This design comes from an exercise in tuning for small area, a short achievable clock period and few clock cycles per item on the open sky130 flow, not from production work. RTL that was checked went through simulation tests only; none was proved equivalent to the original. No activity file was given, so power comes from the tool's default toggle rates.

==> module calculator, before the edit <==
module calculator(
    input  wire        clk,
    input  wire        rst_n,
    input  wire        start,
    input  wire [1:0]  op,
    input  wire [15:0] a,
    input  wire [15:0] b,
    output wire [15:0] result,
    output reg         overflow,
    output reg         done,
    output reg         error
);
reg  [15:0] X, Y, R;
reg  [4:0]  cnt;         
reg  [1:0]  opr;         
reg         sel_q;       
wire is_mul = (opr == 2'b10);
wire is_div = (opr == 2'b11);
wire subtr  = opr[0];
wire addsub = ~opr[1];
wire [16:0] A = {R, Y[15] & ~is_mul};
wire [17:0] T;
pfx_add #(.W(17)) u_add (.a(A), .b({subtr, X}), .ci(subtr), .s(T[16:0]), .co(T[17]));
wire        cy = T[17];                  
wire [15:0] v = {R[11:0], Y[15:12]};
wire [15:0] top_x;
genvar gi;
generate
    for (gi = 0; gi < 16; gi = gi + 1) begin : tx
        if (gi == 15) begin : t
            assign top_x[gi] = 1'b1;
        end else begin : n
            assign top_x[gi] = &X[15:gi+1];
        end
    end
endgenerate
wire cnt_ge4  = |cnt[4:2];
wire skip_mul = cnt_ge4 & is_mul & (Y[15:12] == 4'd0);
wire skip_div = cnt_ge4 & is_div & (R[15:12] == 4'd0) & ~|(v & top_x);
wire skip     = skip_mul | skip_div;
wire skip16   = is_div & (cnt == 5'd16) & ~|(Y & top_x);    
wire use_t = addsub | (is_mul & Y[15]) | (is_div & cy);
wire q     = is_div & cy;
wire [4:0] cnt_m1 = cnt - 5'd1;
wire [4:0] cnt_m4 = cnt - 5'd4;
wire last = skip16 | (skip ? (cnt == 5'd4) : (cnt == 5'd1));
wire busy = |cnt;
wire b_zero    = (b == 16'd0);
wire st_div    = (op == 2'b11);
wire st_addsub = ~op[1];
wire ov_as  = busy & addsub;
wire ov_m   = busy & is_mul;
wire a15    = R[14];
wire ov_next = (overflow & ~ov_as)
             | (ov_m & (R[15] | (skip_mul & |R[14:12])))
             | (ov_m & ~skip_mul & Y[15] & T[16])
             | (ov_as & (a15 == X[15]) & (T[15] ^ a15));
always @(posedge clk) begin
    opr <= op;
    if (start) begin
        X      <= op[0] ? ~b : b;
        Y      <= {st_addsub ? a[0] : a[15], a[14:0]};
        R      <= st_addsub ? {1'b0, a[15:1]} : 16'd0;
        error  <= st_div & b_zero;
        sel_q  <= st_div & ~b_zero;
        overflow <= 1'b0;
    end else begin
        if (skip) begin
            R <= {R[11:0], Y[15:12]};
            Y <= {Y[11:0], 4'd0} & {16{~skip16}};
        end else begin
            R <= use_t ? T[15:0] : {R[14:0], Y[15]};
            Y <= {Y[14:0], q} & {16{~skip16}};
        end
        overflow <= ov_next;
    end
end
always @(posedge clk or negedge rst_n) begin
    if (!rst_n) begin
        cnt  <= 5'd0;
        done <= 1'b0;
    end else if (start) begin
        cnt  <= (st_div & b_zero) ? 5'd0 : (st_addsub ? 5'd1 : 5'd16);
        done <= st_div & b_zero;
    end else begin
        cnt  <= (~busy | skip16) ? 5'd0 : (skip ? cnt_m4 : cnt_m1);
        done <= busy & last;
    end
end
assign result = sel_q ? Y : R;
endmodule
Settings: LEC_CHECK=0, ABC_AREA=1, CAP_MARGIN=20, CORE_MARGIN=2, CORE_UTILIZATION=50, SETUP_SLACK_MARGIN=1.6, SLEW_MARGIN=20, TNS_END_PERCENT=10; clock period 4.0 ns.
standard.sh (not shown) runs the stock make flow with config.mk's settings and CLKGATE_MAP_FILE= SYNTH_SCRIPT=/design/flow/synth_recipe.tcl, a recipe that flattens the netlist after the stock synthesis.
==> flow/flow/run.sh <==
#!/bin/bash
# Own layout flow: the standard ORFS layout (standard.sh), with the port
# buffers that global placement inserts made plain buffers
# (sky130_fd_sc_hd__buf_1) instead of the delay cell buffer_ports picks by
# default. Every input and output port still gets its own buffer.
# Full tool output goes to flow.log in the work folder; ORFS's per-step logs
# stay under orfs/logs/.
set -euo pipefail
cd "$(dirname "$0")/.."
bash standard.sh "BUFFER_PORTS_ARGS=-buffer_cell sky130_fd_sc_hd__buf_1" finish > flow.log 2>&1
Rerun with:
--- a/flow/design.v
+++ b/flow/design.v
@@ -6,11 +6,11 @@
     input  wire [15:0] a,
     input  wire [15:0] b,
     output wire [15:0] result,
     output reg         overflow,
     output reg         done,
-    output reg         error
+    output wire        error
 );
 reg  [15:0] X, Y, R;
 reg  [4:0]  cnt;         
 reg  [1:0]  opr;         
 reg         sel_q;       
@@ -36,16 +36,15 @@
 endgenerate
 wire cnt_ge4  = |cnt[4:2];
 wire skip_mul = cnt_ge4 & is_mul & (Y[15:12] == 4'd0);
 wire skip_div = cnt_ge4 & is_div & (R[15:12] == 4'd0) & ~|(v & top_x);
 wire skip     = skip_mul | skip_div;
-wire skip16   = is_div & (cnt == 5'd16) & ~|(Y & top_x);    
 wire use_t = addsub | (is_mul & Y[15]) | (is_div & cy);
 wire q     = is_div & cy;
 wire [4:0] cnt_m1 = cnt - 5'd1;
 wire [4:0] cnt_m4 = cnt - 5'd4;
-wire last = skip16 | (skip ? (cnt == 5'd4) : (cnt == 5'd1));
+wire last = skip ? (cnt == 5'd4) : (cnt == 5'd1);
 wire busy = |cnt;
 wire b_zero    = (b == 16'd0);
 wire st_div    = (op == 2'b11);
 wire st_addsub = ~op[1];
 wire ov_as  = busy & addsub;
@@ -59,20 +58,19 @@
     opr <= op;
     if (start) begin
         X      <= op[0] ? ~b : b;
         Y      <= {st_addsub ? a[0] : a[15], a[14:0]};
         R      <= st_addsub ? {1'b0, a[15:1]} : 16'd0;
-        error  <= st_div & b_zero;
         sel_q  <= st_div & ~b_zero;
         overflow <= 1'b0;
     end else begin
         if (skip) begin
             R <= {R[11:0], Y[15:12]};
-            Y <= {Y[11:0], 4'd0} & {16{~skip16}};
+            Y <= {Y[11:0], 4'd0};
         end else begin
             R <= use_t ? T[15:0] : {R[14:0], Y[15]};
-            Y <= {Y[14:0], q} & {16{~skip16}};
+            Y <= {Y[14:0], q};
         end
         overflow <= ov_next;
     end
 end
 always @(posedge clk or negedge rst_n) begin
@@ -81,15 +79,16 @@
         done <= 1'b0;
     end else if (start) begin
         cnt  <= (st_div & b_zero) ? 5'd0 : (st_addsub ? 5'd1 : 5'd16);
         done <= st_div & b_zero;
     end else begin
-        cnt  <= (~busy | skip16) ? 5'd0 : (skip ? cnt_m4 : cnt_m1);
+        cnt  <= ~busy ? 5'd0 : (skip ? cnt_m4 : cnt_m1);
         done <= busy & last;
     end
 end
 assign result = sel_q ? Y : R;
+assign error  = is_div & ~sel_q;         
 endmodule
 module pfx_add #(parameter W = 16) (
     input  wire [W-1:0] a,
     input  wire [W-1:0] b,
     input  wire         ci,
What happened: Cell count is lower by 6.2%; power is higher by 3.4%; combinational power is higher by about 5%; critical path depth is lower by 2; routed wire length is lower by 9.5%; via count is lower by 9.6%; sequential share of layout area is higher by 0.51 points; non-clock buffer count is lower by 5; setup slack gains 0.017 ns; cell area is lower by 3.6%; synthesized cell count is lower by 7.2%.
Function was not checked in any run of this note: the RTL went through the layout flow alone.

Another version of the RTL of calculator (not shown whole).
Size in the first run: ~59 flip-flops.
==> module calculator, before the edit <==
module calculator(
    input  wire        clk,
    input  wire        rst_n,
    input  wire        start,
    input  wire [1:0]  op,
    input  wire [15:0] a,
    input  wire [15:0] b,
    output wire [15:0] result,
    output reg         overflow,
    output reg         done,
    output reg         error
);
reg  [15:0] X, Y, R;
reg  [4:0]  cnt;         
reg         is_mul, is_div, subtr;    
wire addsub = ~(is_mul | is_div);
wire cnt_ge2 = |cnt[4:1];
wire cnt_ge4 = |cnt[4:2];
wire sh2 = is_mul & ~Y[15] & cnt_ge2;
wire [16:0] A = sh2 ? {R[14:0], 2'b00} : {R, Y[15] & ~is_mul};
wire [17:0] T;
pfx_add #(.W(17)) u_add (.a(A), .b({subtr, X}), .ci(subtr), .s(T[16:0]), .co(T[17]));
wire        cy = T[17];                  
wire mul_bit = sh2 ? Y[14] : Y[15];
wire use_t   = addsub | (is_mul ? mul_bit : cy);
wire q       = is_div & cy;
wire [16:0] cmp;
pfx_add #(.W(16)) u_cmp (.a({R[11:0], Y[15:12]}), .b(X), .ci(1'b1), .s(cmp[15:0]), .co(cmp[16]));
wire skip = cnt_ge4 & (is_mul ? (Y[15:12] == 4'd0)
                              : (is_div & (R[15:12] == 4'd0) & ~cmp[16]));
wire [4:0] cnt_m1 = cnt - 5'd1;
wire [4:0] cnt_m2 = cnt - 5'd2;
wire [4:0] cnt_m4 = cnt - 5'd4;
wire last = skip ? (cnt == 5'd4) : sh2 ? (cnt == 5'd2) : (cnt == 5'd1);
wire busy = |cnt;
wire b_zero    = (b == 16'd0);
wire st_div    = (op == 2'b11);
wire st_addsub = ~op[1];
always @(posedge clk) begin
    if (start) begin
        X      <= op[0] ? ~b : b;
        Y      <= {st_addsub ? a[0] : a[15], a[14:0]};
        R      <= st_addsub ? {1'b0, a[15:1]} : 16'd0;
        is_mul <= (op == 2'b10);
        is_div <= st_div;
        subtr  <= op[0];
        error  <= st_div & b_zero;
        overflow <= 1'b0;
    end else begin
        if (skip) begin
            R <= {R[11:0], Y[15:12]};
            Y <= {Y[11:0], 4'd0};
        end else begin
            R <= use_t ? T[15:0] : A[15:0];
            Y <= sh2 ? {Y[13:0], 2'b00} : {Y[14:0], q};
        end
        if (busy) begin
            if (addsub)
                overflow <= ~(R[14] ^ X[15]) & (R[14] ^ T[15]);
            else if (is_mul)
                overflow <= overflow | R[15] | (skip ? |R[14:12] : (A[16] | (use_t & T[16])));
        end
    end
end
always @(posedge clk or negedge rst_n) begin
    if (!rst_n) begin
        cnt  <= 5'd0;
        done <= 1'b0;
    end else if (start) begin
        cnt  <= (st_div & b_zero) ? 5'd0 : (st_addsub ? 5'd1 : 5'd16);
        done <= st_div & b_zero;
    end else begin
        cnt  <= ~busy ? 5'd0 : skip ? cnt_m4 : sh2 ? cnt_m2 : cnt_m1;
        done <= busy & last;
    end
end
assign result = (is_div & ~error) ? Y : R;
endmodule
==> flow/config.mk <==
export PLATFORM = sky130hd
export DESIGN_NAME = calculator
export DESIGN_NICKNAME = calculator
export VERILOG_FILES = /design/flow/design.v
export SDC_FILE = /design/flow/constraint.sdc
export NUM_CORES = 4
export LEC_CHECK = 0
export ABC_CLOCK_PERIOD_IN_PS = 1500
export CAP_MARGIN = 20
export CORE_MARGIN = 2
export CORE_UTILIZATION = 40
export SETUP_SLACK_MARGIN = 1.5
export SLEW_MARGIN = 20
==> flow/constraint.sdc <==
create_clock -name core_clock -period 4.0 [get_ports {clk}]
set_input_delay 0.8000 -clock core_clock [delete_from_list [all_inputs] [get_ports {clk}]]
set_output_delay 0.8000 -clock core_clock [all_outputs]
set_load 0.01 [all_outputs]
run.sh (not shown) runs the stock make flow with config.mk's settings and CLKGATE_MAP_FILE= SYNTH_SCRIPT=/design/flow/synth_recipe.tcl, a recipe that flattens the netlist after the stock synthesis.
Stock flow here: none of the scripts above is used.
Rerun with:
--- a/flow/design.v
+++ b/flow/design.v
@@ -12,26 +12,23 @@
 );
 reg  [15:0] X, Y, R;
 reg  [4:0]  cnt;         
+reg         sel_q;       
 reg         is_mul, is_div, subtr;    
 wire addsub = ~(is_mul | is_div);
-wire cnt_ge2 = |cnt[4:1];
-wire cnt_ge4 = |cnt[4:2];
-wire sh2 = is_mul & ~Y[15] & cnt_ge2;
-wire [16:0] A = sh2 ? {R[14:0], 2'b00} : {R, Y[15] & ~is_mul};
+wire [16:0] A  = {R, Y[15] & ~is_mul};
 wire [17:0] T;
 pfx_add #(.W(17)) u_add (.a(A), .b({subtr, X}), .ci(subtr), .s(T[16:0]), .co(T[17]));
 wire        cy = T[17];                  
-wire mul_bit = sh2 ? Y[14] : Y[15];
-wire use_t   = addsub | (is_mul ? mul_bit : cy);
-wire q       = is_div & cy;
+wire use_t  = addsub | (is_mul ? Y[15] : cy);
+wire q      = is_div & cy;
 wire [16:0] cmp;
 pfx_add #(.W(16)) u_cmp (.a({R[11:0], Y[15:12]}), .b(X), .ci(1'b1), .s(cmp[15:0]), .co(cmp[16]));
+wire cnt_ge4 = |cnt[4:2];
 wire skip = cnt_ge4 & (is_mul ? (Y[15:12] == 4'd0)
                               : (is_div & (R[15:12] == 4'd0) & ~cmp[16]));
 wire [4:0] cnt_m1 = cnt - 5'd1;
-wire [4:0] cnt_m2 = cnt - 5'd2;
 wire [4:0] cnt_m4 = cnt - 5'd4;
-wire last = skip ? (cnt == 5'd4) : sh2 ? (cnt == 5'd2) : (cnt == 5'd1);
+wire last = skip ? (cnt == 5'd4) : (cnt == 5'd1);
 wire busy = |cnt;
 wire b_zero    = (b == 16'd0);
 wire st_div    = (op == 2'b11);
@@ -44,6 +41,7 @@
         is_mul <= (op == 2'b10);
         is_div <= st_div;
         subtr  <= op[0];
+        sel_q  <= st_div & ~b_zero;
         error  <= st_div & b_zero;
         overflow <= 1'b0;
     end else begin
@@ -51,14 +49,14 @@
             R <= {R[11:0], Y[15:12]};
             Y <= {Y[11:0], 4'd0};
         end else begin
-            R <= use_t ? T[15:0] : A[15:0];
-            Y <= sh2 ? {Y[13:0], 2'b00} : {Y[14:0], q};
+            R <= use_t ? T[15:0] : {R[14:0], Y[15]};
+            Y <= {Y[14:0], q};
         end
         if (busy) begin
             if (addsub)
                 overflow <= ~(R[14] ^ X[15]) & (R[14] ^ T[15]);
             else if (is_mul)
-                overflow <= overflow | R[15] | (skip ? |R[14:12] : (A[16] | (use_t & T[16])));
+                overflow <= overflow | R[15] | (skip ? |R[14:12] : (Y[15] & T[16]));
         end
     end
 end
@@ -70,11 +68,11 @@
         cnt  <= (st_div & b_zero) ? 5'd0 : (st_addsub ? 5'd1 : 5'd16);
         done <= st_div & b_zero;
     end else begin
-        cnt  <= ~busy ? 5'd0 : skip ? cnt_m4 : sh2 ? cnt_m2 : cnt_m1;
+        cnt  <= ~busy ? 5'd0 : (skip ? cnt_m4 : cnt_m1);
         done <= busy & last;
     end
 end
-assign result = (is_div & ~error) ? Y : R;
+assign result = sel_q ? Y : R;
 endmodule
 module pfx_add #(parameter W = 16) (
     input  wire [W-1:0] a,
After rerunning: The new run finished with timing, DRC and antenna clean; maximum frequency came out higher by 29%; critical path depth came out lower by 4; wire length came out lower by 25%; sequential power barely changes; count of clock-buffer cells in the layout came out lower by 1; combinational power came out lower by 49%; synthesized cell count came out lower by 19%; non-clock buffer count came out lower by 50; sequential share of layout area came out higher by 5.7 points; clock power came out lower by 24%.
Testbench counts after the change, summed over its fixed seeds: cycles 19,963, ops 3,200.
Only the layout flow was run in the first run of this note; the RTL was not checked for function there.

port drivers added, routing unchanged:
No port has a modelled driver above. Below, the same layouts with a new extraction and two added sets of constraints. Step 1 assumes that a clkbuf_16 drives the clock port and a buf_2 every other input. Step 2, shift: input delay + t, output delay - t, t = (earliest + latest rising clock arrival at the registers) / 2. This alone moves slack from input paths to output paths. Slacks: ideal / step 1 / step 2; pairs: ideal / step 1.
| run | t, ns | slack for setup (ns) | hold WS [ns] | latest minus earliest clock arrival (ns) | worst register clock-pin slew, ns |
|---|---|---|---|---|---|
| the first run of note 1 | 0.374 | 1.626 / 1.626 / 1.626 | 0.303 / 0.290 / 0.509 | 0.012 / 0.011 | 0.08 / 0.08 |
| the second run of note 1 | 0.378 | 1.643 / 1.644 / 1.559 | 0.304 / 0.288 / 0.506 | 0.016 / 0.015 | 0.08 / 0.08 |
| the first run of note 2 | 0.378 | 0.609 / 0.609 / 0.609 | 0.527 / 0.527 / 0.527 | 0.008 / 0.009 | 0.06 / 0.06 |
| the second run of note 2 | 0.381 | 1.363 / 1.363 / 1.353 | 0.466 / 0.466 / 0.466 | 0.010 / 0.010 | 0.08 / 0.08 |
After both steps every run listed still meets setup and hold. For the second run of note 1, which loses most, drivers alone change the setup slack by +0.001 ns; drivers and shift together by -0.084 ns.
